Context: an optimization exercise on an open-source flow, tuned for small area and a short achievable clock period. The choices shown serve that exercise and are no tape-out recipe. No functional check of the RTL was part of any run shown here. Power figures rest on the tool's default switching activity, not on a simulated workload.

==> design.v <==
module LCD_CTRL(clk,reset,datain,cmd,cmd_valid,dataout,output_valid,busy);
input clk;
input reset;
input [7:0] datain;
input [2:0] cmd;
input cmd_valid;
output [7:0] dataout;
output output_valid;
output busy;
reg [7:0] ring [0:63];
reg [5:0] phase;              
reg [5:0] base;               
reg       busy_r, ov_r;       
reg [3:0] cnt;                
reg [7:0] lo_n, hi_n;         
wire [7:0] lo_r = ~lo_n, hi_r = ~hi_n;
reg [2:0] ox, oy;
reg       mag;
reg [7:0] out_r;
reg [7:0] c00, c22, c_o, c_r, c_d, c_u;
integer i;
wire is_load = busy_r & ~ov_r;
wire accept  = ~busy_r & cmd_valid;
wire ox0 = (ox == 3'd0), ox4 = (ox == 3'd4);
wire oy0 = (oy == 3'd0), oy4 = (oy == 3'd4);
wire use_rd = busy_r | (mag & ~ox0 & (cmd == 3'd5));
wire [63:0] sel;
wire [7:0]  rd, out_d, first_n;
wire        nuse_rd = ~use_rd;
genvar g, b;
generate
  for (g = 0; g < 64; g = g + 1) begin : s
    assign sel[g] = ~(lo_n[g%8] | hi_n[g/8]);
  end
  for (b = 0; b < 8; b = b + 1) begin : rbit
    wire [20:0] t;
    wire        t21;
    wire [5:0]  u;
    wire        v0, v1;
    for (g = 0; g < 21; g = g + 1) begin : a3
      lcd_aoi222 ua (.a(sel[3*g]), .b(ring[3*g][b]), .c(sel[3*g+1]), .d(ring[3*g+1][b]),
                     .e(sel[3*g+2]), .f(ring[3*g+2][b]), .y(t[g]));
    end
    lcd_nand2 ub (.a(sel[63]), .b(ring[63][b]), .y(t21));
    lcd_nand4 n0 (.a(t[0]),  .b(t[1]),  .c(t[2]),  .d(t[3]),  .y(u[0]));
    lcd_nand4 n1 (.a(t[4]),  .b(t[5]),  .c(t[6]),  .d(t[7]),  .y(u[1]));
    lcd_nand4 n2 (.a(t[8]),  .b(t[9]),  .c(t[10]), .d(t[11]), .y(u[2]));
    lcd_nand4 n3 (.a(t[12]), .b(t[13]), .c(t[14]), .d(t[15]), .y(u[3]));
    lcd_nand4 n4 (.a(t[16]), .b(t[17]), .c(t[18]), .d(t[19]), .y(u[4]));
    lcd_nand2 n5 (.a(t[20]), .b(t21), .y(u[5]));
    lcd_nor3  m0 (.a(u[0]), .b(u[1]), .c(u[2]), .y(v0));
    lcd_nor3  m1 (.a(u[3]), .b(u[4]), .c(u[5]), .y(v1));
    lcd_nand2 m2 (.a(v0), .b(v1), .y(rd[b]));
    lcd_a32oi m3 (.a1(v0), .a2(v1), .a3(use_rd), .b1(nuse_rd), .b2(first_n[b]), .y(out_d[b]));
  end
endgenerate
function [15:0] oh;
  input [5:0] v;
  oh = {8'd1 << v[5:3], 8'd1 << v[2:0]};
endfunction
function [7:0] rotl;
  input [7:0] v;
  input [2:0] k;
  rotl = (v << k) | (v >> (4'd8 - k));
endfunction
function [15:0] oh_add;
  input [15:0] v;
  input [5:0]  k;
  reg          c;
  begin
    c = |(v[7:0] & ~(8'hff >> k[2:0]));
    oh_add = {c ? rotl(v[15:8], k[5:3] + 3'd1) : rotl(v[15:8], k[5:3]),
              rotl(v[7:0], k[2:0])};
  end
endfunction
wire mag_n = (cmd == 3'd2) | (mag & (cmd != 3'd1) & (cmd != 3'd3));
wire [15:0] rr = {hi_r, lo_r};
wire        row_next = (cnt[1:0] == 2'd2);
wire        at62     = lo_r[6] & hi_r[7];
reg  [15:0] busy_n;
always @* begin
  if (~ov_r)              busy_n = at62 ? oh(6'd61) : oh_add(rr, 6'd1);
  else if (cnt == 4'd14)  busy_n = oh(base + 6'd9);    
  else if (cnt == 4'd15)  busy_n = oh(base + 6'd2);    
  else if (mag)           busy_n = row_next ? oh_add(rr, 6'd60) : rr;
  else                    busy_n = row_next ? oh_add(rr, 6'd55) : oh_add(rr, 6'd63);
end
reg [5:0] bn;
always @* begin
  case (cmd)
    3'd2: bn = phase - 6'd18;
    3'd4: bn = ox4 ? base : base - 6'd1;
    3'd5: bn = ox0 ? base : base + 6'd1;
    3'd6: bn = oy0 ? base : base + 6'd8;
    3'd7: bn = oy4 ? base : base - 6'd8;
    default: bn = base;
  endcase
end
reg [5:0] idle_n;
always @* begin
  if (~cmd_valid)        idle_n = base + 6'd2;
  else if (cmd == 3'd1)  idle_n = 6'd63;
  else if (mag_n)        idle_n = bn;
  else                   idle_n = phase - 6'd1;
end
wire [15:0] ra_n = busy_r ? busy_n : oh(idle_n);
reg [5:0] bnp;
always @* begin
  case (cmd)
    3'd1: bnp = 6'd63;
    3'd2: bnp = phase - 6'd17;
    3'd4: bnp = ox4 ? base + 6'd1 : base;
    3'd5: bnp = ox0 ? base + 6'd1 : base + 6'd2;
    3'd6: bnp = oy0 ? base + 6'd1 : base + 6'd9;
    3'd7: bnp = oy4 ? base + 6'd1 : base - 6'd7;
    default: bnp = base + 6'd1;
  endcase
end
reg [7:0] first;
always @* begin
  case (cmd)
    3'd2: first = c22;
    3'd0: first = mag ? c_o : c00;
    3'd4: first = mag ? (ox4 ? c_o : c_r) : c00;
    3'd5: first = mag ? c_o : c00;
    3'd6: first = mag ? (oy0 ? c_o : c_u) : c00;
    3'd7: first = mag ? (oy4 ? c_o : c_d) : c00;
    default: first = c00;
  endcase
end
assign first_n = ~first;
always @(posedge clk) begin
  for (i = 63; i > 0; i = i - 1) ring[i] <= ring[i-1];
  ring[0] <= is_load ? datain : ring[63];
  out_r  <= out_d;
  {hi_n, lo_n} <= ~ra_n;
  phase  <= (accept & (cmd == 3'd1)) ? 6'd63 : phase + 6'd1;
  base   <= accept ? bnp : base + 6'd1;
  cnt    <= ov_r ? cnt + 4'd1 : 4'd0;
end
always @(posedge clk) begin
  if (is_load & lo_r[7] & hi_r[7]) c00 <= datain;
  if (is_load & lo_r[1] & hi_r[2]) c22 <= datain;
  if (ov_r & (cnt == 4'd0)) begin
    c_o <= out_r;
    c_r <= rd;
  end
  if (ov_r & (cnt == 4'd3))  c_d <= rd;
  if (ov_r & (cnt == 4'd15)) c_u <= rd;
end
always @(posedge clk) begin
  if (reset) begin
    busy_r <= 1'b0;
    ov_r   <= 1'b0;
  end else if (~busy_r) begin
    if (cmd_valid) begin
      busy_r <= 1'b1;
      ov_r   <= (cmd != 3'd1);
    end
  end else if (is_load) begin
    if (at62) ov_r <= 1'b1;
  end else if (cnt == 4'd15) begin
    busy_r <= 1'b0;
    ov_r   <= 1'b0;
  end
end
always @(posedge clk) begin
  if (accept) begin
    mag <= mag_n;
    case (cmd)
      3'd1: begin ox <= 3'd0; oy <= 3'd0; end
      3'd2: begin ox <= 3'd2; oy <= 3'd2; end
      3'd4: if (!ox4) ox <= ox + 3'd1;
      3'd5: if (!ox0) ox <= ox - 3'd1;
      3'd6: if (!oy0) oy <= oy - 3'd1;
      3'd7: if (!oy4) oy <= oy + 3'd1;
      default: ;
    endcase
  end
end
assign dataout      = out_r;
assign busy         = busy_r;
assign output_valid = ov_r;
endmodule
module lcd_aoi222(input a, b, c, d, e, f, output y);
  assign y = ~((a & b) | (c & d) | (e & f));
endmodule
module lcd_nand4(input a, b, c, d, output y);
  assign y = ~(a & b & c & d);
endmodule
module lcd_nand2(input a, b, output y);
  assign y = ~(a & b);
endmodule
module lcd_nor3(input a, b, c, output y);
  assign y = ~(a | b | c);
endmodule
module lcd_a32oi(input a1, a2, a3, b1, b2, output y);
  assign y = ~((a1 & a2 & a3) | (b1 & b2));
endmodule
==> run.sh <==
#!/bin/bash
# synth_recipe.tcl (not shown) runs the flow's synth.tcl, then flattens the netlist and writes it again
# the make line also repeats each setting of config.mk as NAME=value (left out here)
make -C /OpenROAD-flow-scripts/flow DESIGN_CONFIG=/design/flow/config.mk WORK_HOME=/design/flow/orfs CLKGATE_MAP_FILE= SYNTH_SCRIPT=/design/flow/synth_recipe.tcl finish
==> config.mk <==
export PLATFORM = sky130hd
export DESIGN_NAME = LCD_CTRL
export DESIGN_NICKNAME = LCD_CTRL
export VERILOG_FILES = /design/flow/design.v
export SDC_FILE = /design/flow/constraint.sdc
export NUM_CORES = 4
export LEC_CHECK = 0
export CAP_MARGIN = 20
export CORE_MARGIN = 2
export CORE_UTILIZATION = 40
export CTS_CLUSTER_DIAMETER = 100
export CTS_CLUSTER_SIZE = 30
export SETUP_SLACK_MARGIN = 3.3
export SLEW_MARGIN = 20
export SYNTH_HIERARCHICAL = 1
==> constraint.sdc <==
create_clock -name core_clock -period 5.5 [get_ports {clk}]
set_input_delay 1.1000 -clock core_clock [delete_from_list [all_inputs] [get_ports {clk}]]
set_output_delay 1.1000 -clock core_clock [all_outputs]
set_load 0.01 [all_outputs]
==> impl_metrics.csv, run 1 <==
group,metric,value,unit
place,dp_hpwl,34.63,mm
logic_synthesis,synth_compound_area_share,16.27,%
grt,use_met3,4.188,%
setup_path,startpoint_type,"register",
grt,grt_antenna_before_repair,0,
logic_synthesis,synth_top_family_by_area,"compound AO/OA/AOI/OAI gates",
outcome,outcome,"finished clean",
floorplanning,coreArea,46750,um2
sta,tightest_slew,811.3,ps
final_layout,nets,1719,
place,dp_cells,2087,
final_layout,multiInputGateArea,6721,um2
cts,clock_path_buffers,3,
setup_path,critPathRequiredTime,5840,ps
floorplanning,die_y,222.1,um
cts,worstSkewPairLatency,590,ps
floorplanning,start_util,40.68,%
logic_synthesis,synth_edf_count,77,
routing,first_pass_iters,8,
cts,root_buffer,"clkbuf_16",
final_layout,fin_cells,2297,
place,io_buffers,23,
sta,fin_crit,2389,ps
final_layout,n_antenna_cell,0,
routing,vias_per_cell,5.924,
power,p_leak,8.819,nW
routing,num_vias,13610,
floorplanning,die_x,222.1,um
logic_synthesis,syn_area,19020,um2
floorplanning,rows,79,
logic_synthesis,synth_mux_area_share,1.125,%
floorplanning,pin_count,24,
sta,hold_violations,0,
setup_path,critPathCaptureType,"register",
sta,finalMaxSlewViolations,0,
power,cellPowerDensity,453.0,nW/um2
cts,path_clk_slew,120,ps
floorplanning,fp.dieArea,49310,um2
final_layout,areaGrowthSynthToFinish,22.87,%
sta,max_slew_margin,45.71,%
cts,cts_tree,"built",
grt,grt_max_degree,32,
power,ir_drop,0.2756,mV
logic_synthesis,syn_area_per_cell,12.62,um2
sta,rsz0062_at_grt,"true",
setup_path,worstPathMaxFanout,8,
logic_synthesis,syn_nets,1544,
logic_synthesis,ys_ff_latch,609,
cts,h-tree-depth,1,
grt,use_met1,27.98,%
logic_synthesis,synth_xor_area_share,1.473,%
cts,cts_made_buffers,24,
sta,fmax,0.4186,GHz
setup_path,path_class,"reg -> reg",
logic_synthesis,synthSimpleGateAreaFrac,9.440,%
routing,drt_iter0_markers,1936,
logic_synthesis,syn_inst,1507,
sta,setup_viol,0,
setup_path,arrival,2730,ps
grt,met2_usage,32.79,%
job,cap_viol_max_count,0,
grt,overflow,0,
hold_path,hold_class,"reg -> reg",
logic_synthesis,synthAdderAreaFrac,1.592,%
final_layout,drive_gt1_share,25.74,%
logic_synthesis,synth-main-ff-cell,"dfxtp_1",
logic_synthesis,yosysWarnings,9,
sta,tns,0,ps
final_layout,regArea,12990,um2
cts,hold_buffers,0,
grt,track_usage,20.63,%
routing,routedWlPerCell,23.21,um
logic_synthesis,ys_seq_area_share,68.15,%
sta,clock_skew,15.81,ps
grt,busiest_layer,"met2",
grt,grt_pass1_wl,79.09,mm
logic_synthesis,synth_cell_types,74,
routing,routed_wl,53.32,mm
place,place.gp.congestion,0.9149,
sta,min_period_over_period,43.43,%
grt,grt_pass1_vias,13270,
logic_synthesis,synthArstFlopShare,0,%
routing,ant_nets,0,
final_layout,fillers,3950,
routing,drc,0,
cts,clock-sinks,609,
layout make-up:
class	count	area share, %
clock buffer	31	2.768
tap	607	3.250
clock inverter	3	0.1553
timing repair buffer	211	8.946
sequential	609	55.58
multi-input combinational	806	28.76
inverter	30	0.5461
cells in the mapped netlist (all sizes together), types with 3 or more instances:
cell,n,area [um2]
dfxtp,532,10650
a222oi,180,1802
nor2,110,412.9
nand2,109,411.7
edfxtp,77,2312
a21oi,49,252.8
clkbuf,49,186.4
nand4,44,275.3
nor3,33,245.2
inv,30,112.6
ha,21,262.8
o21ai,19,95.09
xnor2,19,166.4
mux2i,18,180.2
nand3,18,90.09
a221oi,16,140.1
a31oi,14,87.58
buf,14,71.31
xor2,13,113.9
nor2b,12,75.07
a32oi,11,96.34
and2,9,56.30
o211ai,9,67.56
o31ai,9,77.57
nand2b,8,57.55
a211oi,7,52.55
and3,7,43.79
a22oi,6,45.04
o22ai,5,31.28
or2,5,31.28
a21o,4,30.03
nor3b,4,35.03
o221ai,4,41.29
a221o,3,30.03
mux2,3,33.78
repair_timing:
action                     in CTS  in global routing
pin swaps                     119                102
setup endpoints to repair     118                 65
gates resized for setup       253                 88
gates cloned                    5                  3
setup buffers                 124                 44
layout by cell type, fill, tap and decap left out, types with 11 or more instances in the layout:
cell type  netlist  final
a21oi_1         47     38
a221oi_1        16     11
a222oi_1       180    180
a31oi_1         14     11
a32oi_1         11     11
buf_12           0     13
buf_4            2    141
buf_6            0     36
clkbuf_16        0     26
dfxtp_1        532    521
edfxtp_1        77     77
ha_1            21     11
inv_1           28     22
mux2i_1         18     18
nand2_1        108     93
nand2_2          1     12
nand3_1         18     12
nand4_1         44     44
nor2_1         110     65
nor2_2           0     35
nor3_4           0     19
o21ai_0         18     14
xnor2_1         19     15
critical path, cell delays in order, from the launching register on:
cell and delay [ps]:
edfxtp_1 600, buf_12 190, buf_12 120, nor2_4 60, buf_4 130, a222oi_1 330
nand4_1 220, nor3_4 330, nand2_2 120
per-stage QoR:
stage	setup WS, ps	hold WS [ps]	power [mW]	instance area [um2]	util (%)
after CTS	3190	346.6	10.22	22590	48.31
after global placement	1379	331.4	7.324	19950	42.67
after floorplan	2839	329.8	6.532	19200	-
after detailed placement	1321	335.5	7.328	19960	42.70
final	3111	343.9	10.59	23370	49.99
after global routing	3095	355.7	10.98	23370	49.99
Yosys stat by module (local to each module, per instance):
module,times used,flops+latches,cell area (um2)
lcd_nor3,16,0,10.01
LCD_CTRL,1,609,16770
lcd_a32oi,8,0,8.758
lcd_nand2,24,0,3.754
lcd_nand4,40,0,6.256
lcd_aoi222,168,0,10.01
path summary, 6_finish.rpt:
path | slack (ps) | startpoint | end | cells past startpoint
min reg2reg | 340 | ring[41][7] | ring[42][7] | 0
max | 3110 | register | c_u[6] | 8
max reg2reg | 3110 | register | c_u[6] | 8
min | 340 | ring[41][7] | ring[42][7] | 0
cells by family (layout without fill, tap and decap cells):
| group | Yosys count | count (layout) |
|---|---|---|
| and+or+nand+nor | 365 | 366 |
| DFF | 609 | 609 |
| AOI/OAI and AO/OA | 364 | 364 |
| xor gates and xnor gates | 32 | 32 |
| muxes | 21 | 21 |
| buffers and inverters | 93 | 275 |
| adders and majority gates | 23 | 23 |
routing by layer:
metal	routed length (um)	share of wire, %
met1	23260	44
met5	0	0
met3	3825	7.2
met4	1996	3.7
met2	24240	45
registers in the layout (all words and copies together), names as in the netlist, 3 cells and up, named ones only:
register and count:
c00 8, phase 6, c22 8, oy 3, c_o 8, ox 3, cnt 4, c_d 8
c_r 8, c_u 8, out_r 8, ring 512, base 6
where the power goes:
group	leakage, nW	switching (mW)	internal [mW]	total (mW)
Sequential	5.09	0.277	4.90	5.18
Clock	0.334	1.31	0.847	2.16
Combinational	3.40	1.89	1.36	3.25
==> run 2: changes to the inputs <==
--- a/config.mk
+++ b/config.mk
@@ -8,8 +8,6 @@
 export CAP_MARGIN = 20
 export CORE_MARGIN = 2
 export CORE_UTILIZATION = 40
-export CTS_CLUSTER_DIAMETER = 100
-export CTS_CLUSTER_SIZE = 30
 export SETUP_SLACK_MARGIN = 3.3
 export SLEW_MARGIN = 20
 export SYNTH_HIERARCHICAL = 1
==> run 2 against run 1 <==
Net effect:
- global-route usage up 0.72 points
- first-iteration DRC count increased by 5.1%
- non-clock buffer count shrank 3
- flip-flop and latch count is the same
- clock skew shrank 0.95 ps
- fmax is 4.3% lower
- clock power is about 80% higher
- critical path depth increased by 1
- critical path type unchanged
- largest power group unchanged
- highest routed layer unchanged
==> impl_metrics.csv, run 2 <==
group,metric,value,unit
outcome,outcome,"finished clean",
floorplanning,coreArea,46750,um2
logic_synthesis,synth_top_area_share,55.99,%
logic_synthesis,synthArstFlopShare,0,%
routing,first_pass_iters,7,
sta,setup_viol,0,
routing,routed_wl,55.13,mm
logic_synthesis,synth_cell_types,74,
place,dp_cells,2087,
setup_path,startpoint_type,"register",
place,io_buffers,23,
logic_synthesis,syn_inst,1507,
setup_path,rr_worst_depth,9,
final_layout,largest-register,"ring",
cts,root_buffer,"clkbuf_16",
setup_path,critPathCaptureType,"register",
final_layout,final_cell_mix,"521 x dfxtp_1, 180 x a222oi_1, 140 x buf_4, 95 x nand2_1, 77 x edfxtp_1",
place,dp_hpwl,34.63,mm
setup_path,crit_start,"ox[1]",
routing,vias_per_cell,5.898,
sta,holdWs,345.6,ps
cts,clock_path_buffers,3,
logic_synthesis,yosysWarnings,9,
logic_synthesis,synth_top_family_by_area,"compound AO/OA/AOI/OAI gates",
routing,ant_nets,0,
final_layout,nets,1750,
final_layout,largest_register_ffs,512,
cts,path_clk_slew,70,ps
logic_synthesis,synthAdderAreaFrac,1.592,%
logic_synthesis,synthSimpleGateAreaFrac,9.440,%
logic_synthesis,synth_compound_area_share,16.27,%
sta,fin_crit,2497,ps
cts,hold_buffers,0,
final_layout,drive_gt1_share,27.60,%
sta,rsz0062_at_grt,"true",
grt,grt_max_degree,24,
grt,overflow,0,
grt,track_usage,21.35,%
sta,tns,0,ps
logic_synthesis,synth_xor_area_share,1.473,%
setup_path,r2r_setup_slack,3000,ps
hold_path,hold_class,"reg -> reg",
floorplanning,pin_count,24,
logic_synthesis,synthTopCellsByArea,"dfxtp_1 56%, edfxtp_1 12%, a222oi_1 9.5%, nor2_1 2.2%, nand2_1 2.1%",
floorplanning,rows,79,
routing,num_vias,13940,
final_layout,fin_cells,2364,
logic_synthesis,synth_edf_count,77,
setup_path,critPathRequiredTime,5850,ps
final_layout,areaGrowthSynthToFinish,28.82,%
final_layout,fin_util,52.41,%
place,place.gp.congestion,0.9149,
cts,clock-sinks,609,
sta,finalMaxSlewViolations,0,
setup_path,worstPathMaxFanout,5,
final_layout,layout_commonest_cell,"dfxtp_1",
logic_synthesis,yosysMostFrequentCell,"dfxtp_1",
logic_synthesis,ys_ff_latch,609,
power,ir_drop,0.2880,mV
cts,cts_tree,"built",
routing,drt_iter0_markers,2034,
cts,cts_made_buffers,57,
sta,tightest_slew,1124,ps
setup_path,arrival,2850,ps
power,cellPowerDensity,500.0,nW/um2
logic_synthesis,syn_nets,1544,
logic_synthesis,ys_seq_area_share,68.15,%
grt,grt_pass1_vias,13790,
power,p_leak,9.398,nW
logic_synthesis,syn_area,19020,um2
routing,routedWlPerCell,23.32,um
logic_synthesis,synth_mux_area_share,1.125,%
floorplanning,start_util,40.68,%
logic_synthesis,netlist_top_cells_count,"532 x dfxtp_1, 180 x a222oi_1, 110 x nor2_1",
logic_synthesis,synth_top_area_cell,"dfxtp_1",
final_layout,fillers,3861,
sta,clock_skew,14.86,ps
sta,hold_violations,0,
final_layout,n_antenna_cell,0,
grt,grt_antenna_before_repair,0,
sta,min_period_over_period,45.39,%
floorplanning,die_x,222.1,um
floorplanning,fp.dieArea,49310,um2
setup_path,path_class,"reg -> reg",
sta,fmax,0.4006,GHz
floorplanning,die_y,222.1,um
job,cap_viol_max_count,0,
logic_synthesis,synth-main-ff-cell,"dfxtp_1",
cts,h-tree-depth,2,
sta,max_slew_margin,24.94,%
routing,drc,0,
logic_synthesis,syn_area_per_cell,12.62,um2
cts,worstSkewPairLatency,620,ps
grt,grt_pass1_wl,81.16,mm
setup_path,r2r_start,"ox[1]",
==> run 2: worst min path at each step <==
stage | to | cells after the start | startpoint
after floorplan | ring[10][0] | 0 | ring[9][0]
after global placement | ring[50][1] | 0 | ring[49][1]
after detailed placement | ring[50][4] | 0 | ring[49][4]
after CTS | ring[39][4] | 0 | ring[38][4]
after global routing | ring[39][4] | 0 | ring[38][4]
final | ring[11][2] | 0 | ring[10][2]
==> run 2: worst max-delay path: stages, from the launching register on <==
cell and delay (ps):
edfxtp_1 470, buf_4 180, or3b_4 440, o21ai_2 190, and3_1 210, o31a_1 220
nand2b_1 160, buf_4 180, nor2_4 90, a22oi_1 90
==> run 2: where the power goes <==
group / internal, mW / switching (mW)
Combinational: 1.30 / 1.88
Clock: 2.21 / 1.68
Sequential: 4.90 / 0.270
Total: 8.41 / 3.84
==> run 2: area by class of cell <==
| cell class | instances | area (um2) | share of cell area [%] |
|---|---|---|---|
| timing repair buffer | 208 | 2071 | 8.451 |
| inverter | 30 | 126.4 | 0.5158 |
| tap | 607 | 759.5 | 3.100 |
| clock inverter | 24 | 196.4 | 0.8017 |
| clock buffer | 79 | 1694 | 6.914 |
| timing repair inverter | 1 | 7.507 | 0.03064 |
| sequential | 609 | 12990 | 53.01 |
| multi-input combinational | 806 | 6659 | 27.18 |
==> run 2: what timing repair did <==
action                                  in CTS  in global routing
pin swaps                                  130                116
gates resized for setup                    261                 71
endpoints found under the setup margin     118                 64
cloned                                       8                  3
buffers inserted                           120                 43
==> run 2: routing by layer <==
metal	vias to the layer above	track usage (%)	share of wire, %
li1	6275	-	-
met1	6849	28.04	42
met4	0	10.22	4.2
met3	147	4.810	8.3
met5	-	0	0
met2	673	33.41	45
==> run 2: stage by stage <==
stage	area [um2]	setup WS [ps]	total power, mW
after floorplan	19200	2839	6.532
after global placement	19950	1379	7.324
after detailed placement	19960	1321	7.328
after CTS	23820	3187	11.98
after global routing	24500	2972	12.67
final	24500	3003	12.25
==> run 2: logic make-up after synthesis <==
group / after synthesis
mux: 21
xor+xnor: 32
simple gates: 365
buf+inv: 93
fa+ha+maj: 23
compound gates: 364
flops: 609
==> run 2: modules after synthesis, one instance, submodules excluded <==
module	copies in the design	cells inside	flip-flops and latches	cell area (um2)
LCD_CTRL	1	1251	609	16770
lcd_aoi222	168	1	0	10.01
lcd_nand4	40	1	0	6.256
lcd_nand2	24	1	0	3.754
lcd_nor3	16	1	0	10.01
lcd_a32oi	8	1	0	8.758
==> run 3: changes to the inputs <==
--- a/design.v
+++ b/design.v
@@ -13,20 +13,36 @@
 reg       busy_r, ov_r;       
 reg [3:0] cnt;                
 reg [7:0] lo_n, hi_n;         
-wire [7:0] lo_r = ~lo_n, hi_r = ~hi_n;
 reg [2:0] ox, oy;
 reg       mag;
 reg [7:0] out_r;
-reg [7:0] c00, c22, c_o, c_r, c_d, c_u;
+reg [7:0] c00, c22, c_o, c_r, c_d;
 integer i;
+wire [7:0] lo_r = ~lo_n;
+wire [7:0] hi_r = ~hi_n;
 wire is_load = busy_r & ~ov_r;
 wire accept  = ~busy_r & cmd_valid;
 wire ox0 = (ox == 3'd0), ox4 = (ox == 3'd4);
 wire oy0 = (oy == 3'd0), oy4 = (oy == 3'd4);
-wire use_rd = busy_r | (mag & ~ox0 & (cmd == 3'd5));
+wire mag_n = (cmd == 3'd2) | (mag & (cmd != 3'd1) & (cmd != 3'd3));
+reg [7:0] first;
+always @* begin
+  if (~cmd_valid) first = out_r;
+  else case (cmd)
+    3'd2: first = c22;
+    3'd0: first = mag ? c_o : c00;
+    3'd4: first = mag ? (ox4 ? c_o : c_r) : c00;
+    3'd5: first = mag ? c_o : c00;
+    3'd6: first = mag ? (oy0 ? c_o : out_r) : c00;
+    3'd7: first = mag ? (oy4 ? c_o : c_d) : c00;
+    default: first = c00;
+  endcase
+end
+wire [7:0] first_n = ~first;
+wire use_rd  = busy_r | (cmd_valid & mag & ~ox0 & (cmd == 3'd5));
+wire nuse_rd = ~use_rd;
 wire [63:0] sel;
-wire [7:0]  rd, out_d, first_n;
-wire        nuse_rd = ~use_rd;
+wire [7:0]  rd, out_d;
 genvar g, b;
 generate
   for (g = 0; g < 64; g = g + 1) begin : s
@@ -73,7 +89,6 @@
               rotl(v[7:0], k[2:0])};
   end
 endfunction
-wire mag_n = (cmd == 3'd2) | (mag & (cmd != 3'd1) & (cmd != 3'd3));
 wire [15:0] rr = {hi_r, lo_r};
 wire        row_next = (cnt[1:0] == 2'd2);
 wire        at62     = lo_r[6] & hi_r[7];
@@ -85,25 +100,23 @@
   else if (mag)           busy_n = row_next ? oh_add(rr, 6'd60) : rr;
   else                    busy_n = row_next ? oh_add(rr, 6'd55) : oh_add(rr, 6'd63);
 end
-reg [5:0] bn;
-always @* begin
-  case (cmd)
-    3'd2: bn = phase - 6'd18;
-    3'd4: bn = ox4 ? base : base - 6'd1;
-    3'd5: bn = ox0 ? base : base + 6'd1;
-    3'd6: bn = oy0 ? base : base + 6'd8;
-    3'd7: bn = oy4 ? base : base - 6'd8;
-    default: bn = base;
+reg [5:0] idle_n;
+always @* begin
+  if (~cmd_valid) idle_n = base + 6'd2;             
+  else case (cmd)
+    3'd0: idle_n = mag ? base : phase - 6'd1;
+    3'd1: idle_n = 6'd63;
+    3'd2: idle_n = phase - 6'd18;
+    3'd4: idle_n = ~mag ? phase - 6'd1 : ox4 ? base : base - 6'd1;
+    3'd5: idle_n = ~mag ? phase - 6'd1 : ox0 ? base : base + 6'd1;
+    3'd6: idle_n = ~mag ? phase - 6'd1 : oy0 ? base : base + 6'd8;
+    3'd7: idle_n = ~mag ? phase - 6'd1 : oy4 ? base : base - 6'd8;
+    default: idle_n = phase - 6'd1;
   endcase
 end
-reg [5:0] idle_n;
-always @* begin
-  if (~cmd_valid)        idle_n = base + 6'd2;
-  else if (cmd == 3'd1)  idle_n = 6'd63;
-  else if (mag_n)        idle_n = bn;
-  else                   idle_n = phase - 6'd1;
-end
-wire [15:0] ra_n = busy_r ? busy_n : oh(idle_n);
+wire [15:0] idle_oh = oh(idle_n);
+wire [15:0] ra_n;
+lcd_mux2 #(.W(16)) mra (.s(busy_r), .a(busy_n), .b(idle_oh), .y(ra_n));
 reg [5:0] bnp;
 always @* begin
   case (cmd)
@@ -116,37 +129,22 @@
     default: bnp = base + 6'd1;
   endcase
 end
-reg [7:0] first;
-always @* begin
-  case (cmd)
-    3'd2: first = c22;
-    3'd0: first = mag ? c_o : c00;
-    3'd4: first = mag ? (ox4 ? c_o : c_r) : c00;
-    3'd5: first = mag ? c_o : c00;
-    3'd6: first = mag ? (oy0 ? c_o : c_u) : c00;
-    3'd7: first = mag ? (oy4 ? c_o : c_d) : c00;
-    default: first = c00;
-  endcase
-end
-assign first_n = ~first;
 always @(posedge clk) begin
   for (i = 63; i > 0; i = i - 1) ring[i] <= ring[i-1];
   ring[0] <= is_load ? datain : ring[63];
-  out_r  <= out_d;
-  {hi_n, lo_n} <= ~ra_n;
-  phase  <= (accept & (cmd == 3'd1)) ? 6'd63 : phase + 6'd1;
-  base   <= accept ? bnp : base + 6'd1;
-  cnt    <= ov_r ? cnt + 4'd1 : 4'd0;
+  out_r <= out_d;
+  lo_n  <= ~ra_n[7:0];
+  hi_n  <= ~ra_n[15:8];
+  phase <= accept & (cmd == 3'd1) ? 6'd63 : phase + 6'd1;
+  base  <= accept ? bnp : base + 6'd1;
+  cnt   <= ov_r ? cnt + 4'd1 : 4'd0;
 end
 always @(posedge clk) begin
   if (is_load & lo_r[7] & hi_r[7]) c00 <= datain;
   if (is_load & lo_r[1] & hi_r[2]) c22 <= datain;
-  if (ov_r & (cnt == 4'd0)) begin
-    c_o <= out_r;
-    c_r <= rd;
-  end
-  if (ov_r & (cnt == 4'd3))  c_d <= rd;
-  if (ov_r & (cnt == 4'd15)) c_u <= rd;
+  if (ov_r & (cnt == 4'd0)) c_o <= out_r;
+  if (ov_r & (cnt == 4'd1)) c_r <= out_r;
+  if (ov_r & (cnt == 4'd4)) c_d <= out_r;
 end
 always @(posedge clk) begin
   if (reset) begin
@@ -197,3 +195,6 @@
 module lcd_a32oi(input a1, a2, a3, b1, b2, output y);
   assign y = ~((a1 & a2 & a3) | (b1 & b2));
 endmodule
+module lcd_mux2 #(parameter W = 1) (input s, input [W-1:0] a, b, output [W-1:0] y);
+  assign y = s ? a : b;
+endmodule
--- a/config.mk
+++ b/config.mk
@@ -8,6 +8,8 @@
 export CAP_MARGIN = 20
 export CORE_MARGIN = 2
 export CORE_UTILIZATION = 40
-export SETUP_SLACK_MARGIN = 3.3
+export CTS_CLUSTER_DIAMETER = 100
+export CTS_CLUSTER_SIZE = 25
+export SETUP_SLACK_MARGIN = 3.6
 export SLEW_MARGIN = 20
 export SYNTH_HIERARCHICAL = 1
==> run 3 against run 2 <==
Net effect:
- die area up 1.7%
- total power down 16%
- flip-flop and latch count down 8
- sequential share of layout area up 0.81 points
- global-route usage down 0.22 points
- clock power down 41%
- still clean
- cell area down 4.1%
- cell count down 0.80%
- fmax up 2.5%
- first-iteration DRC count down 7.3%
- synthesized cell count up 5.7%
- setup slack better by 62 ps
- highest routed layer is now met5
==> impl_metrics.csv, run 3 <==
group,metric,value,unit
outcome,outcome,"finished clean",
sta,setup_viol,0,
sta,rsz0062_at_grt,"true",
logic_synthesis,synthTopCellsByArea,"dfxtp_1 57%, a222oi_1 8.7%, edfxtp_1 8.2%, nor2_1 2.3%, nand2_1 1.9%",
final_layout,drive_gt1_share,24.68,%
sta,fin_crit,2435,ps
logic_synthesis,ys_seq_area_share,64.91,%
final_layout,areaGrowthSynthToFinish,21.44,%
setup_path,cp_common_cell,"buf_6",
grt,grt_pass1_wl,82.15,mm
setup_path,path_class,"in -> reg",
grt,grt_antenna_before_repair,2,
routing,routedWlPerCell,23.18,um
sta,finalMaxSlewViolations,0,
sta,min_period_over_period,44.27,%
setup_path,startpoint_type,"input port",
job,cap_viol_max_count,0,
final_layout,layout_commonest_cell,"dfxtp_1",
setup_path,worstPathCellList,"buf_12 > buf_4 > buf_6 > buf_6 > or3_4 > a21oi_4 > nor2_1 > o211ai_1 > o221a_2 > and3_1 > mux2_2 > inv_1",
grt,use_met3,2.453,%
final_layout,nets,1762,
routing,drc,0,
floorplanning,pin_count,24,
final_layout,largest_register_ffs,512,
setup_path,cpMaxStageDelayCell,"or3_4",
logic_synthesis,ys_ff_latch,601,
place,dp_hpwl,35.59,mm
floorplanning,fp.dieArea,50160,um2
sta,hold_violations,0,
sta,fin_ws,3065,ps
setup_path,crit_start,"cmd[1]",
cts,worstSkewPairLatency,630,ps
grt,use_met1,29.50,%
cts,cts_tree,"built",
routing,num_vias,14030,
routing,first_pass_iters,6,
grt,track_usage,21.13,%
logic_synthesis,syn_area_per_cell,12.15,um2
logic_synthesis,netlist_top_cells_count,"548 x dfxtp_1, 169 x a222oi_1, 117 x nor2_1",
logic_synthesis,synthArstFlopShare,0,%
logic_synthesis,synth_top_area_cell,"dfxtp_1",
cts,hold_buffers,0,
hold_path,hold_class,"reg -> reg",
logic_synthesis,synth-main-ff-cell,"dfxtp_1",
place,pre_cts_slack,1208,ps
setup_path,slowest_delay,410,ps
floorplanning,die_x,224.0,um
power,p_leak,8.677,nW
final_layout,final_cell_mix,"518 x dfxtp_1, 169 x a222oi_1, 105 x nor2_1, 104 x buf_4, 87 x nand2_1",
grt,overflow,0,
sta,max_slew_margin,30.11,%
floorplanning,coreArea,47750,um2
setup_path,critPathRequiredTime,6000,ps
routing,drt_iter0_markers,1886,
logic_synthesis,syn_area,19350,um2
sta,clock_skew,41.73,ps
routing,routed_wl,54.36,mm
power,ir_drop,0.2613,mV
logic_synthesis,syn_nets,1632,
floorplanning,die_y,224.0,um
grt,met2_usage,33.99,%
final_layout,largest-register,"ring",
power,total_power,10.34,mW
setup_path,crit_family,"simple AND/OR/NAND/NOR gates",
place,place.gp.congestion,0.9350,
setup_path,critPathCaptureType,"register",
floorplanning,rows,80,
cts,clock_path_buffers,3,
logic_synthesis,syn_inst,1593,
cts,path_clk_slew,90,ps
grt,grt_pass1_vias,13680,
cts,clock-sinks,601,
sta,tightest_slew,1044,ps
grt,busiest_layer,"met2",
setup_path,arrival,2940,ps
setup_path,path_buf_inv,5,
grt,grt_max_degree,27,
setup_path,worstPathMaxFanout,8,
logic_synthesis,synth_top_area_share,56.68,%
routing,ant_nets,0,
logic_synthesis,yosysMostFrequentCell,"dfxtp_1",
floorplanning,start_util,40.53,%
cts,root_buffer,"clkbuf_16",
cts,h-tree-depth,1,
sta,tns,0,ps
logic_synthesis,yosysWarnings,9,
logic_synthesis,synth_edf_count,53,
final_layout,n_antenna_cell,0,
routing,vias_per_cell,5.983,
place,io_buffers,23,
power,cellPowerDensity,440.1,nW/um2
hold_path,min-delay-start,"ring[46][1]",
sta,fmax,0.4107,GHz
setup_path,r2r_start,"base[1]",
final_layout,fillers,4138,
logic_synthesis,synth_cell_types,80,
cts,cts_made_buffers,28,
[run 3: changes by cell type after synthesis, sizes merged, moves of 13 or more]
cell and delta:
inv +18, edfxtp -24, mux2 +20, dfxtp +16
o21ai +35, a221oi -13
[run 3: modules after synthesis (local to each module, per instance), a selection]
module      area [um2]  flops+latches  copies in the design  cells
lcd_aoi222       10.01              0                   168      1
lcd_nor3         10.01              0                    16      1
lcd_nand2        3.754              0                    16      1
lcd_nand4        6.256              0                    40      1
lcd_a32oi        8.758              0                     8      1
LCD_CTRL         16880            601                     1   1327
[run 3: path summary, 6_finish.rpt]
path	cells past startpoint	endpoint	slack [ps]
max	12	lo_n[3]	3070
min reg2reg	0	ring[47][1]	330
min	0	ring[47][1]	330
max reg2reg	10	hi_n[1]	3110
[run 3: report_power, final]
| group | total (mW) | internal [mW] | switching [mW] |
|---|---|---|---|
| logic | 2.82 | 1.27 | 1.56 |
| registers | 5.23 | 4.76 | 0.473 |
| clock network | 2.28 | 0.946 | 1.34 |
[run 3: per-stage QoR]
step,util [%],instance area (um2),std cells,hold WS [ps]
after global routing,49.23,23500,2345,339.5
after detailed placement,42.42,20250,2179,334.8
after floorplan,-,19520,1593,329.8
after CTS,48.16,22990,2318,327.1
after global placement,42.40,20240,2179,331.5
final,49.23,23500,2345,328.2
[run 3: per-layer routing]
metal,vias up,share of wire [%]
met5,-,0.024
met4,2,4.1
met3,134,5.3
met2,506,46
met1,7023,45
li1,6366,-
[run 3: what timing repair did]
item,CTS,global route
cloned,6,0
pin swaps,64,38
setup buffers,96,27
resized for setup,324,64
endpoints found under the setup margin,67,50
[run 3: final cells by class]
class / count / area [um2] / share of cell area [%]
clock buffers: 34 / 723.2 / 3.077
repair buffers: 165 / 1710 / 7.277
well taps: 615 / 769.5 / 3.274
multi-input cells: 878 / 7370 / 31.35
inverters: 49 / 219.0 / 0.9316
flip-flops and latches: 601 / 12650 / 53.82
clock inverters: 3 / 62.56 / 0.2662
[run 3: cell families after synthesis]
logic type	share of synthesized area [%]
AO/OA/AOI/OAI	16.66
XOR/XNOR	1.493
adder cells (fa/ha/maj)	1.694
buffers and inverters	2.618
flip-flops	64.91
multiplexers	3.032
AND/OR/NAND/NOR	9.594
==> run 4: changes to the inputs <==
--- a/config.mk
+++ b/config.mk
@@ -10,6 +10,6 @@
 export CORE_UTILIZATION = 40
 export CTS_CLUSTER_DIAMETER = 100
 export CTS_CLUSTER_SIZE = 25
-export SETUP_SLACK_MARGIN = 3.6
+export SETUP_SLACK_MARGIN = 3.3
 export SLEW_MARGIN = 20
 export SYNTH_HIERARCHICAL = 1
==> run 4 against run 3 <==
Net effect:
- count of clock-buffer cells in the layout fell by 1
- non-clock buffer count fell by 18
- hold slack improved by 8.4 ps
- setup slack improved by 17 ps
- cell area fell by 2.3%
- flip-flop and latch count did not move
- sequential power barely moved
- total power fell by 1.2%
- critical path depth fell by 1
==> impl_metrics.csv, run 4 <==
group,metric,value,unit
logic_synthesis,syn_nets,1632,
logic_synthesis,synthArstFlopShare,0,%
sta,rsz0062_at_grt,"true",
grt,grt_max_degree,27,
grt,grt_pass1_vias,13280,
floorplanning,rows,80,
power,ir_drop,0.2965,mV
setup_path,slowest_delay,480,ps
floorplanning,start_util,40.53,%
setup_path,worstPathCellList,"buf_6 > inv_4 > ha_4 > nand2b_4 > a211oi_4 > mux2i_2 > a41oi_4 > o21a_4 > nor3_2 > mux2_4 > inv_2",
cts,h-tree-depth,1,
cts,cts_made_buffers,28,
sta,hold_violations,0,
routing,num_vias,13930,
grt,overflow,0,
hold_path,min-delay-start,"ring[31][7]",
logic_synthesis,syn_area_per_cell,12.15,um2
setup_path,crit_family,"compound AO/OA/AOI/OAI gates",
logic_synthesis,synth_edf_count,53,
final_layout,largest_register_ffs,512,
floorplanning,pin_count,24,
sta,finalMaxSlewViolations,0,
routing,drc,0,
logic_synthesis,synth_top_area_share,56.68,%
place,place.gp.congestion,0.9409,
logic_synthesis,yosysMostFrequentCell,"dfxtp_1",
logic_synthesis,ys_ff_latch,601,
setup_path,cpMaxStageDelayCell,"edfxtp_1",
setup_path,critPathRequiredTime,6030,ps
final_layout,areaGrowthSynthToFinish,18.67,%
place,placed_area,20200,um2
logic_synthesis,yosysWarnings,9,
grt,grt_pass1_wl,79.56,mm
outcome,outcome,"finished clean",
sta,max_slew_margin,28.36,%
cts,worstSkewPairLatency,610,ps
logic_synthesis,netlist_top_cells_count,"548 x dfxtp_1, 169 x a222oi_1, 117 x nor2_1",
routing,routed_wl,53.69,mm
routing,ant_nets,0,
sta,tightest_slew,1071,ps
floorplanning,coreArea,47750,um2
routing,routedWlPerCell,23.08,um
cts,clock_path_buffers,3,
final_layout,layout_commonest_cell,"dfxtp_1",
logic_synthesis,ys_seq_area_share,64.91,%
hold_path,hold_class,"reg -> reg",
floorplanning,die_y,224.0,um
setup_path,worstPathMaxFanout,4,
setup_path,path_class,"reg -> reg",
final_layout,nets,1744,
place,io_buffers,23,
logic_synthesis,syn_area,19350,um2
final_layout,stdcell_area,22970,um2
setup_path,crit_start,"base[1]",
setup_path,startpoint_type,"register",
logic_synthesis,synthTopCellsByArea,"dfxtp_1 57%, a222oi_1 8.7%, edfxtp_1 8.2%, nor2_1 2.3%, nand2_1 1.9%",
final_layout,final_cell_mix,"519 x dfxtp_1, 169 x a222oi_1, 107 x nor2_1, 100 x buf_4, 90 x nand2_1",
cts,root_buffer,"clkbuf_16",
sta,tns,0,ps
job,cap_viol_max_count,0,
grt,grt_antenna_before_repair,2,
cts,path_clk_slew,110,ps
floorplanning,fp.dieArea,50160,um2
grt,track_usage,20.40,%
setup_path,path_buf_inv,3,
sta,min_period_over_period,43.96,%
routing,vias_per_cell,5.991,
setup_path,arrival,2950,ps
sta,clock_skew,18.70,ps
final_layout,fillers,4186,
routing,drt_iter0_markers,2054,
setup_path,critPathCaptureType,"register",
floorplanning,die_x,224.0,um
logic_synthesis,synth_cell_types,80,
final_layout,largest-register,"ring",
place,dp_hpwl,35.89,mm
setup_path,r2r_start,"base[1]",
sta,fin_crit,2418,ps
final_layout,n_antenna_cell,0,
sta,fmax,0.4136,GHz
final_layout,drive_gt1_share,21.68,%
routing,first_pass_iters,10,
cts,cts_tree,"built",
logic_synthesis,syn_inst,1593,
cts,clock-sinks,601,
logic_synthesis,synth_top_area_cell,"dfxtp_1",
sta,setup_viol,0,
power,cellPowerDensity,445.0,nW/um2
power,p_leak,8.503,nW
logic_synthesis,synth-main-ff-cell,"dfxtp_1",
==> run 4: area by class of cell <==
type	instances	area, um2	area share, %
timing repair buffer	147	1443	6.281
multi-input combinational	878	7093	30.88
inverter	49	220.2	0.9588
sequential	601	12650	55.06
clock inverter	3	55.05	0.2397
tap	615	769.5	3.350
clock buffer	33	740.7	3.225
==> run 4: layer usage <==
metal  global-route usage [%]  routed length [um]  vias up
met3                    2.348                3314      143
met4                    8.086                2334        4
met2                    33.35               24880      546
met5                        0                  27        -
li1                         -                   -     6340
met1                    27.66               23130     6901
==> run 4: cells by family after synthesis <==
| group | Yosys count | synth area share [%] |
|---|---|---|
| AO/OA/AOI/OAI | 394 | 16.66 |
| XOR/XNOR | 33 | 1.493 |
| adder cells (fa/ha/maj) | 25 | 1.694 |
| buffers and inverters | 114 | 2.618 |
| flip-flops | 601 | 64.91 |
| multiplexers | 52 | 3.032 |
| AND/OR/NAND/NOR | 374 | 9.594 |
==> run 4: worst register-to-register path, delay by kind of cell (launching register included) <==
family	cells	cell delay [ps]
muxes	2	480
adders and majority gates	1	150
AOI/OAI and AO/OA	3	760
buffers and inverters	3	230
DFF	1	480
and+or+nand+nor	2	220
==> run 4: timing repair <==
| action | CTS | global route |
|---|---|---|
| setup endpoints to repair | 76 | 38 |
| setup buffers | 63 | 44 |
| pin swaps | 46 | 35 |
| hold buffers | 0 | 0 |
| gates cloned | 2 | 3 |
| hold endpoints to repair | 0 | 0 |
| gates resized for setup | 246 | 67 |
==> run 4: through the flow <==
step                      setup WS, ps  std cells  hold WS, ps  util [%]  power (mW)
after floorplan                   2667       1593        329.8         -       6.433
after global placement            1242       2176        331.6     42.28       7.127
after detailed placement          1193       2178        334.5     42.30       7.135
after CTS                         3134       2279        336.5     46.56       9.932
after global routing              3034       2326        335.9     48.10       10.63
final                             3082       2326        336.6     48.10       10.22
==> run 4: Yosys stat by module (local to each module, per instance), excerpt <==
module      flip-flops and latches  times used
lcd_a32oi                        0           8
lcd_aoi222                       0         168
LCD_CTRL                       601           1
lcd_nand2                        0          16
lcd_nand4                        0          40
lcd_nor3                         0          16
==> run 4: path summary, 6_finish.rpt <==
check / endpoint / slack (ps) / cells past startpoint
setup reg to reg: hi_n[2] / 3080 / 11
hold reg to reg: ring[32][7] / 340 / 0
setup / recovery: hi_n[2] / 3080 / 11
hold / removal: ring[32][7] / 340 / 0
==> run 4: power breakdown <==
group          switching, mW  internal [mW]
registers              0.477           4.76
clock network           1.33          0.969
logic                   1.49           1.20
total                   3.30           6.92
==> run 5: changes to the inputs <==
--- a/design.v
+++ b/design.v
@@ -9,9 +9,9 @@
 output busy;
 reg [7:0] ring [0:63];
 reg [5:0] phase;              
-reg [5:0] base;               
 reg       busy_r, ov_r;       
 reg [3:0] cnt;                
+reg [5:0] ra;                 
 reg [7:0] lo_n, hi_n;         
 reg [2:0] ox, oy;
 reg       mag;
@@ -70,78 +70,49 @@
     lcd_a32oi m3 (.a1(v0), .a2(v1), .a3(use_rd), .b1(nuse_rd), .b2(first_n[b]), .y(out_d[b]));
   end
 endgenerate
-function [15:0] oh;
-  input [5:0] v;
-  oh = {8'd1 << v[5:3], 8'd1 << v[2:0]};
-endfunction
-function [7:0] rotl;
-  input [7:0] v;
-  input [2:0] k;
-  rotl = (v << k) | (v >> (4'd8 - k));
-endfunction
-function [15:0] oh_add;
-  input [15:0] v;
-  input [5:0]  k;
-  reg          c;
-  begin
-    c = |(v[7:0] & ~(8'hff >> k[2:0]));
-    oh_add = {c ? rotl(v[15:8], k[5:3] + 3'd1) : rotl(v[15:8], k[5:3]),
-              rotl(v[7:0], k[2:0])};
+wire       row_next = (cnt[1:0] == 2'd2);
+wire       at62     = (ra == 6'd62);
+reg        from_ph;               
+reg  [5:0] off;
+always @* begin
+  from_ph = 1'b0;
+  if (busy_r) begin
+    if (~ov_r)              off = at62 ? 6'd63 : 6'd1;
+    else if (cnt == 4'd14)  off = 6'd36;         
+    else if (cnt == 4'd15)  off = 6'd58;         
+    else if (mag)           off = row_next ? 6'd60 : 6'd0;
+    else                    off = row_next ? 6'd55 : 6'd63;
+  end else if (~cmd_valid) begin
+    off = 6'd1;                                  
+  end else begin
+    case (cmd)
+      3'd1: begin from_ph = 1'b1; off = 6'd63; end    
+      3'd2: begin from_ph = 1'b1; off = 6'd46; end    
+      3'd3: begin from_ph = 1'b1; off = 6'd63; end    
+      3'd4: off = ox4 ? 6'd63 : 6'd62;
+      3'd5: off = ox0 ? 6'd63 : 6'd0;
+      3'd6: off = oy0 ? 6'd63 : 6'd7;
+      3'd7: off = oy4 ? 6'd63 : 6'd55;
+      default: off = 6'd63;
+    endcase
+    if (~mag) begin from_ph = 1'b1; if (cmd != 3'd2) off = 6'd63; end
   end
-endfunction
-wire [15:0] rr = {hi_r, lo_r};
-wire        row_next = (cnt[1:0] == 2'd2);
-wire        at62     = lo_r[6] & hi_r[7];
-reg  [15:0] busy_n;
-always @* begin
-  if (~ov_r)              busy_n = at62 ? oh(6'd61) : oh_add(rr, 6'd1);
-  else if (cnt == 4'd14)  busy_n = oh(base + 6'd9);    
-  else if (cnt == 4'd15)  busy_n = oh(base + 6'd2);    
-  else if (mag)           busy_n = row_next ? oh_add(rr, 6'd60) : rr;
-  else                    busy_n = row_next ? oh_add(rr, 6'd55) : oh_add(rr, 6'd63);
 end
-reg [5:0] idle_n;
-always @* begin
-  if (~cmd_valid) idle_n = base + 6'd2;             
-  else case (cmd)
-    3'd0: idle_n = mag ? base : phase - 6'd1;
-    3'd1: idle_n = 6'd63;
-    3'd2: idle_n = phase - 6'd18;
-    3'd4: idle_n = ~mag ? phase - 6'd1 : ox4 ? base : base - 6'd1;
-    3'd5: idle_n = ~mag ? phase - 6'd1 : ox0 ? base : base + 6'd1;
-    3'd6: idle_n = ~mag ? phase - 6'd1 : oy0 ? base : base + 6'd8;
-    3'd7: idle_n = ~mag ? phase - 6'd1 : oy4 ? base : base - 6'd8;
-    default: idle_n = phase - 6'd1;
-  endcase
-end
-wire [15:0] idle_oh = oh(idle_n);
-wire [15:0] ra_n;
-lcd_mux2 #(.W(16)) mra (.s(busy_r), .a(busy_n), .b(idle_oh), .y(ra_n));
-reg [5:0] bnp;
-always @* begin
-  case (cmd)
-    3'd1: bnp = 6'd63;
-    3'd2: bnp = phase - 6'd17;
-    3'd4: bnp = ox4 ? base + 6'd1 : base;
-    3'd5: bnp = ox0 ? base + 6'd1 : base + 6'd2;
-    3'd6: bnp = oy0 ? base + 6'd1 : base + 6'd9;
-    3'd7: bnp = oy4 ? base + 6'd1 : base - 6'd7;
-    default: bnp = base + 6'd1;
-  endcase
-end
+wire [5:0] ra_src = from_ph ? ((cmd == 3'd1) ? 6'd0 : phase) : ra;
+wire [5:0] ra_n   = ra_src + off;
 always @(posedge clk) begin
   for (i = 63; i > 0; i = i - 1) ring[i] <= ring[i-1];
   ring[0] <= is_load ? datain : ring[63];
   out_r <= out_d;
-  lo_n  <= ~ra_n[7:0];
-  hi_n  <= ~ra_n[15:8];
+  ra    <= ra_n;
+  lo_n  <= ~(8'd1 << ra_n[2:0]);
+  hi_n  <= ~(8'd1 << ra_n[5:3]);
   phase <= accept & (cmd == 3'd1) ? 6'd63 : phase + 6'd1;
-  base  <= accept ? bnp : base + 6'd1;
   cnt   <= ov_r ? cnt + 4'd1 : 4'd0;
 end
 always @(posedge clk) begin
-  if (is_load & lo_r[7] & hi_r[7]) c00 <= datain;
-  if (is_load & lo_r[1] & hi_r[2]) c22 <= datain;
+  if (is_load & (ra == 6'd63)) c00 <= datain;
+  if (is_load & (ra == 6'd17)) c22 <= datain;
   if (ov_r & (cnt == 4'd0)) c_o <= out_r;
   if (ov_r & (cnt == 4'd1)) c_r <= out_r;
   if (ov_r & (cnt == 4'd4)) c_d <= out_r;
==> run 5 against run 4 <==
Net effect:
- synthesized cell count is 19% lower
- still clean
- core utilization shrank 1.4 points
- cell count decreased by 15%
- critical path depth up 7
- area after synthesis down 10%
- die area fell by 10%
- routed wire length shrank 19%
- clock skew rose by 17 ps
- flip-flop and latch count stayed put
- largest power group unchanged
==> impl_metrics.csv, run 5 <==
group,metric,value,unit
cts,cts_tree,"built",
setup_path,startpoint_type,"input port",
final_layout,drive_gt1_share,17.52,%
floorplanning,fp.dieArea,45050,um2
routing,routed_wl,43.30,mm
power,total_power,8.298,mW
routing,drc,0,
logic_synthesis,netlist_top_cells_count,"554 x dfxtp_1, 168 x a222oi_1, 107 x nor2_1",
job,cap_viol_max_count,0,
cts,clock_path_buffers,3,
power,p_sw,2.113,mW
final_layout,nets,1404,
routing,num_vias,11250,
logic_synthesis,synth_top_area_cell,"dfxtp_1",
place,dp_hpwl,28.31,mm
grt,grt_pass1_vias,11210,
grt,grt_pass1_wl,66.29,mm
logic_synthesis,synth-main-ff-cell,"dfxtp_1",
logic_synthesis,ys_ff_latch,601,
logic_synthesis,yosysWarnings,9,
power,cellPowerDensity,413.2,nW/um2
power,power_switching_share,25.46,%
power,power_frac_seq,59.7,%
sta,max_slew_margin,37.75,%
logic_synthesis,synth_edf_count,47,
place,io_buffers,23,
sta,tightest_slew,931.3,ps
sta,min_period_over_period,51.50,%
power,ir_drop,0.2428,mV
sta,fin_crit,2833,ps
final_layout,largest-register,"ring",
floorplanning,pin_count,24,
power,p_int,6.185,mW
floorplanning,start_util,40.36,%
cts,worstSkewPairLatency,600,ps
setup_path,arrival,3330,ps
sta,fmax,0.3530,GHz
grt,track_usage,19.06,%
cts,cts_made_buffers,28,
cts,root_buffer,"clkbuf_16",
floorplanning,coreArea,42980,um2
cts,h-tree-depth,1,
logic_synthesis,synthTopCellsByArea,"dfxtp_1 64%, a222oi_1 9.7%, edfxtp_1 8.1%, nor2_1 2.3%, nand4_1 1.5%",
hold_path,hold_class,"reg -> reg",
floorplanning,rows,76,
final_layout,fillers,3855,
logic_synthesis,synthArstFlopShare,0,%
sta,finalMaxSlewViolations,0,
place,place.gp.congestion,0.8511,
routing,ant_nets,0,
sta,hold_violations,0,
logic_synthesis,synth_top_area_share,63.93,%
floorplanning,die_y,212.3,um
final_layout,largest_register_ffs,512,
sta,setup_viol,0,
cts,clock-sinks,601,
power,p_leak,7.381,nW
sta,clock_skew,35.76,ps
routing,vias_per_cell,5.721,
grt,overflow,0,
logic_synthesis,synth_cell_types,58,
power,clockPowerShare,27.6,%
place,placed_area,18230,um2
power,power_frac_comb,12.7,%
logic_synthesis,syn_area_per_cell,13.39,um2
logic_synthesis,syn_area,17350,um2
floorplanning,die_x,212.3,um
routing,routedWlPerCell,22.02,um
final_layout,n_antenna_cell,0,
outcome,outcome,"finished clean",
final_layout,areaGrowthSynthToFinish,15.75,%
routing,drt_iter0_markers,1443,
final_layout,layout_commonest_cell,"dfxtp_1",
grt,grt_antenna_before_repair,0,
logic_synthesis,ys_seq_area_share,72.07,%
cts,path_clk_slew,100,ps
logic_synthesis,syn_nets,1324,
setup_path,critPathRequiredTime,6000,ps
final_layout,stdcell_area,20080,um2
sta,tns,0,ps
routing,first_pass_iters,6,
sta,rsz0062_at_grt,"true",
setup_path,critPathCaptureType,"register",
grt,grt_max_degree,42,
setup_path,worstPathMaxFanout,5,
logic_synthesis,yosysMostFrequentCell,"dfxtp_1",
logic_synthesis,syn_inst,1296,
final_layout,final_cell_mix,"530 x dfxtp_1, 168 x a222oi_1, 100 x nor2_1, 59 x nand2_1, 52 x buf_4",
setup_path,path_class,"in -> reg",
## run 5: changes by cell type in the layout (fill, tap and decap cells not counted), sizes merged, moves of 9 or more
cell,delta
a22o,-12
a211oi,+9
buf,-53
nor2,-11
nand2,-36
o21ai,-37
ha,-11
mux2i,-9
inv,-18
a31oi,-14
xnor2,-13
a21oi,-23
## run 5: logic make-up after synthesis
group | Yosys count | synth area share (%)
DFF | 601 | 72.07
muxes | 36 | 2.193
AOI/OAI and AO/OA | 270 | 13.74
xor gates and xnor gates | 15 | 0.8438
buffers and inverters | 65 | 1.565
and+or+nand+nor | 295 | 8.496
adders and majority gates | 14 | 1.096
## run 5: layout make-up
cell class              count  area [um2]  share of cell area (%)
multi-input cells         631        4972                   24.76
inverters                  23       93.84                  0.4673
well taps                 585       732.0                   3.645
repair buffers             91       932.1                   4.642
clock inverters             4       57.56                  0.2866
clock buffers              31       733.2                   3.651
flip-flops and latches    601       12560                   62.55
## run 5: final timing paths
check / start / depth (start not counted) / to / slack [ps]
worst max-delay path: cmd[1] / 18 / hi_n[0] / 2670
worst min-delay path: ring[26][0] / 0 / ring[27][0] / 320
worst max register to register: ox[2] / 14 / hi_n[2] / 2720
worst min register to register: ring[26][0] / 0 / ring[27][0] / 320
## run 5: timing repair
| item | in CTS | in global routing |
|---|---|---|
| cloned | 4 | 0 |
| buffers inserted | 43 | 15 |
| hold buffers | 0 | 0 |
| gates resized for setup | 167 | 38 |
| setup endpoints to repair | 73 | 43 |
| pin swaps | 29 | 31 |
## run 5: Yosys stat by module (local to each module, per instance)
module,cells,area [um2],flops+latches,copies in the design
LCD_CTRL,1048,15130,601,1
lcd_aoi222,1,10.01,0,168
lcd_nor3,1,10.01,0,16
lcd_a32oi,1,8.758,0,8
lcd_nand4,1,6.256,0,40
lcd_nand2,1,3.754,0,16
## run 5: worst max-delay path: stages
cell	delay [ps]
buf_12	110
buf_12	130
nor3b_4	180
a21oi_2	50
o22ai_1	100
nand2_1	130
o22ai_2	170
a21oi_2	50
ha_2	200
inv_2	50
fa_2	200
inv_2	30
a21o_1	180
a21oi_2	180
xnor2_2	130
buf_4	160
nor2_2	110
nand2b_1	60
## run 5: stage by stage
stage	instances	worst slack (ps)	util, %	hold WS [ps]
2_1_floorplan	1296	2164	-	329.8
3_3_place_gp	1869	1065	42.42	331.6
3_5_place_dp	1869	940.4	42.42	334.8
4_1_cts	1951	2757	45.99	321.1
5_1_grt	1966	2524	46.72	346.2
6_report	1966	2667	46.72	320.9
## run 5: power by group through the flow
stage,clock network (mW),registers [mW],logic (mW)
after floorplan,0,4.89,0.585
after global placement,0,5.04,0.725
after detailed placement,0,5.04,0.746
after CTS,2.35,4.95,0.934
after global routing,2.51,4.99,1.14
final,2.29,4.95,1.06
## run 5: routing by layer
metal	up-vias	share of wire, %	GRT usage, %
li1	5153	-	-
met4	0	2.7	5.160
met2	337	47	31.71
met1	5686	45	26.15
met3	71	5.0	2.555
met5	-	0	0
==> run 6: changes to the inputs <==
--- a/config.mk
+++ b/config.mk
@@ -10,6 +10,6 @@
 export CORE_UTILIZATION = 40
 export CTS_CLUSTER_DIAMETER = 100
 export CTS_CLUSTER_SIZE = 25
-export SETUP_SLACK_MARGIN = 3.3
+export SETUP_SLACK_MARGIN = 3.6
 export SLEW_MARGIN = 20
 export SYNTH_HIERARCHICAL = 1
==> run 6 against run 5 <==
Net effect:
- sequential share of layout area down 0.50 points
- fmax up 0.11%
- flip-flop and latch count unchanged
- still clean on timing, DRC and antenna
- first-iteration DRC count up 6.6%
- via count down 0.84%
==> impl_metrics.csv, run 6 <==
group,metric,value,unit
power,p_leak,7.413,nW
place,pre_cts_slack,950.3,ps
setup_path,worstSetupEndpoint,"hi_n[3]",
setup_path,crit_start,"cmd[2]",
logic_synthesis,netlist_top_cells_count,"554 x dfxtp_1, 168 x a222oi_1, 107 x nor2_1",
logic_synthesis,synthTopCellsByArea,"dfxtp_1 64%, a222oi_1 9.7%, edfxtp_1 8.1%, nor2_1 2.3%, nand4_1 1.5%",
cts,hold_buffers,0,
cts,path_clk_slew,100,ps
routing,first_pass_iters,7,
power,cellPowerDensity,409.9,nW/um2
routing,drc,0,
sta,clock_skew,28.56,ps
sta,rsz0062_at_grt,"true",
routing,vias_per_cell,5.661,
cts,root_buffer,"clkbuf_16",
setup_path,startpoint_type,"input port",
logic_synthesis,synth_edf_count,47,
outcome,outcome,"finished clean",
floorplanning,die_x,212.3,um
setup_path,arrival,3310,ps
grt,grt_pass1_wl,64.10,mm
final_layout,drive_gt1_share,20.58,%
sta,max_slew_margin,44.42,%
final_layout,nets,1409,
sta,tightest_slew,830.6,ps
routing,drt_iter0_markers,1538,
setup_path,r2r_setup_slack,2690,ps
routing,ant_nets,0,
place,dp_hpwl,27.86,mm
cts,clock-sinks,601,
place,io_buffers,23,
floorplanning,die_y,212.3,um
job,cap_viol_max_count,0,
place,place.gp.congestion,0.8389,
final_layout,n_antenna_cell,0,
final_layout,fillers,3798,
logic_synthesis,syn_inst,1296,
final_layout,fin_cells,1970,
sta,fin_crit,2829,ps
logic_synthesis,synth_top_area_share,63.93,%
routing,routed_wl,42.94,mm
grt,grt_antenna_before_repair,0,
setup_path,worstPathMaxFanout,5,
sta,setup_viol,0,
hold_path,hold_class,"reg -> reg",
sta,hold_violations,0,
cts,worstSkewPairLatency,600,ps
cts,h-tree-depth,1,
logic_synthesis,synthArstFlopShare,0,%
grt,grt_max_degree,42,
floorplanning,pin_count,24,
logic_synthesis,syn_area_per_cell,13.39,um2
place,dp_cells,1868,
floorplanning,rows,76,
setup_path,critPathCaptureType,"register",
final_layout,areaGrowthSynthToFinish,17.04,%
logic_synthesis,synth-main-ff-cell,"dfxtp_1",
logic_synthesis,syn_nets,1324,
floorplanning,coreArea,42980,um2
sta,fmax,0.3534,GHz
final_layout,regArea,12600,um2
floorplanning,start_util,40.36,%
power,ir_drop,0.2674,mV
sta,finalMaxSlewViolations,0,
grt,grt_pass1_vias,10950,
logic_synthesis,syn_area,17350,um2
logic_synthesis,yosysWarnings,9,
logic_synthesis,synth_cell_types,58,
setup_path,critPathRequiredTime,5980,ps
final_layout,largest_register_ffs,512,
grt,overflow,0,
final_layout,multiInputGateArea,5121,um2
cts,clock_path_buffers,3,
routing,num_vias,11150,
logic_synthesis,synth_top_area_cell,"dfxtp_1",
setup_path,r2r_start,"ra[1]",
setup_path,reg2reg_to,"hi_n[3]",
setup_path,rr_worst_depth,12,
floorplanning,fp.dieArea,45050,um2
logic_synthesis,yosysMostFrequentCell,"dfxtp_1",
logic_synthesis,ys_seq_area_share,72.07,%
sta,tns,0,ps
sta,fin_ws,2671,ps
cts,cts_made_buffers,28,
sta,min_period_over_period,51.45,%
setup_path,path_class,"in -> reg",
final_layout,largest-register,"ring",
logic_synthesis,ys_ff_latch,601,
final_layout,layout_commonest_cell,"dfxtp_1",
routing,routedWlPerCell,21.80,um
cts,cts_tree,"built",
grt,track_usage,18.47,%
final_layout,final_cell_mix,"523 x dfxtp_1, 168 x a222oi_1, 79 x nor2_1, 53 x nand2_1, 52 x buf_4",
run 6: cell types whose count changed in the layout (fill, tap and decap cells not counted), sizes merged:
cell,delta
clkbuf,+2
clkinv,+1
buf,+5
bufbuf,-1
clkinvlp,-1
inv,-1
bufinv,-1
run 6: kinds of logic (layout without fill, tap and decap cells):
kind of cell	after synthesis	count (layout)	synth area share (%)
multiplexers	36	36	2.193
flip-flops	601	601	72.07
adder cells (fa/ha/maj)	14	14	1.096
buffers and inverters	65	153	1.565
AND/OR/NAND/NOR	295	295	8.496
AO/OA/AOI/OAI	270	270	13.74
XOR/XNOR	15	16	0.8438
run 6: Yosys stat by module, one instance, submodules excluded:
module | cells | area (um2) | flip-flops and latches | copies in the design
LCD_CTRL | 1048 | 15130 | 601 | 1
lcd_aoi222 | 1 | 10.01 | 0 | 168
lcd_nor3 | 1 | 10.01 | 0 | 16
lcd_a32oi | 1 | 8.758 | 0 | 8
lcd_nand4 | 1 | 6.256 | 0 | 40
lcd_nand2 | 1 | 3.754 | 0 | 16
run 6: final cells by class:
class / count / share of cell area, %
Timing Repair Buffer: 96 / 4.874
Clock buffer: 32 / 3.630
Clock inverter: 2 / 0.1356
Inverter: 23 / 0.4868
Tap cell: 585 / 3.605
Multi-Input combinational cell: 631 / 25.22
Sequential cell: 601 / 62.05
run 6: metal layers:
metal	vias up	GRT usage, %	wire, um
li1	5161	-	-
met1	5581	25.55	19660
met2	334	30.29	20030
met3	76	2.526	2037
met4	0	5.353	1208
met5	-	0	0
run 6: critical path: stages:
cell and delay (ps):
buf_8 110, buf_8 130, o21bai_1 180, a21oi_4 210, buf_4 160, nand3_1 60
o21ai_0 100, ha_1 280, nor2b_2 180, o21ai_2 140, o2bb2ai_2 150, xnor3_2 320
nand3b_1 180
run 6: timing repair:
item,4_1_cts,5_1_grt
pin swaps,45,52
setup endpoints to repair,99,55
gates cloned,4,1
gates resized for setup,203,73
buffers inserted,40,23
run 6: how the worst min path moves through the flow:
stage / startpoint / to / slack, ps / cells after the start
5_1_grt: ring[30][0] / ring[31][0] / 340 / 0
6_report: ring[10][1] / ring[11][1] / 330 / 0
3_5_place_dp: ring[55][7] / ring[56][7] / 330 / 0
2_1_floorplan: ring[9][0] / ring[10][0] / 330 / 0
3_3_place_gp: ring[34][1] / ring[35][1] / 330 / 0
4_1_cts: ring[10][1] / ring[11][1] / 340 / 0
run 6: through the flow:
| stage | area [um2] | power (mW) | hold slack (ps) | util, % |
|---|---|---|---|---|
| 3_3_place_gp | 18250 | 5.764 | 332.3 | 42.46 |
| 4_1_cts | 19840 | 8.188 | 337.5 | 46.15 |
| 5_1_grt | 20300 | 8.647 | 342.9 | 47.24 |
| 3_5_place_dp | 18250 | 5.779 | 334.8 | 42.46 |
| 2_1_floorplan | 17480 | 5.478 | 329.8 | - |
| 6_report | 20300 | 8.322 | 334.1 | 47.24 |
run 6: power breakdown:
| part | leakage, nW | total [mW] | switching, mW | internal (mW) |
|---|---|---|---|---|
| clock network | 0.374 | 2.27 | 1.31 | 0.961 |
| logic | 2.07 | 1.08 | 0.588 | 0.497 |
| registers | 4.97 | 4.97 | 0.267 | 4.70 |
| total | 7.41 | 8.32 | 2.16 | 6.16 |

static timing again, ports no longer ideal:
In the flow no input, the clock included, has a driving cell. The finished layouts below were timed again as built, in two steps. Step 1 (the two cells are an assumption about what drives the block):
set clk [get_ports {clk}]
set_driving_cell -lib_cell sky130_fd_sc_hd__clkbuf_16 $clk
set_driving_cell -lib_cell sky130_fd_sc_hd__buf_2 [delete_from_list [all_inputs] $clk]
Step 2, shift: input delay + t, output delay - t, t = (earliest + latest rising clock arrival at the registers) / 2. This alone moves slack from input paths to output paths. Three values: ideal, step 1, step 2; two values: the first two.
run	t (ns)	setup slack, ns	hold WS [ns]	worst setup path after step 2	worst data-port slew with drivers (ns)
run 1	0.635	3.111 / 3.095 / 2.460	0.344 / 0.344 / 0.344	input to register	0.13
run 2	0.657	3.003 / 3.003 / 2.369	0.346 / 0.346 / 0.346	input to register	0.17
run 3	0.668	3.065 / 3.077 / 2.409	0.328 / 0.328 / 0.328	input to register	0.11
run 4	0.661	3.082 / 3.082 / 2.426	0.337 / 0.337 / 0.337	input to register	0.16
run 5	0.633	2.667 / 2.672 / 2.039	0.321 / 0.321 / 0.321	input to register	0.07
run 6	0.633	2.671 / 2.684 / 2.051	0.334 / 0.334 / 0.334	input to register	0.07
After both steps every run listed still meets setup and hold.
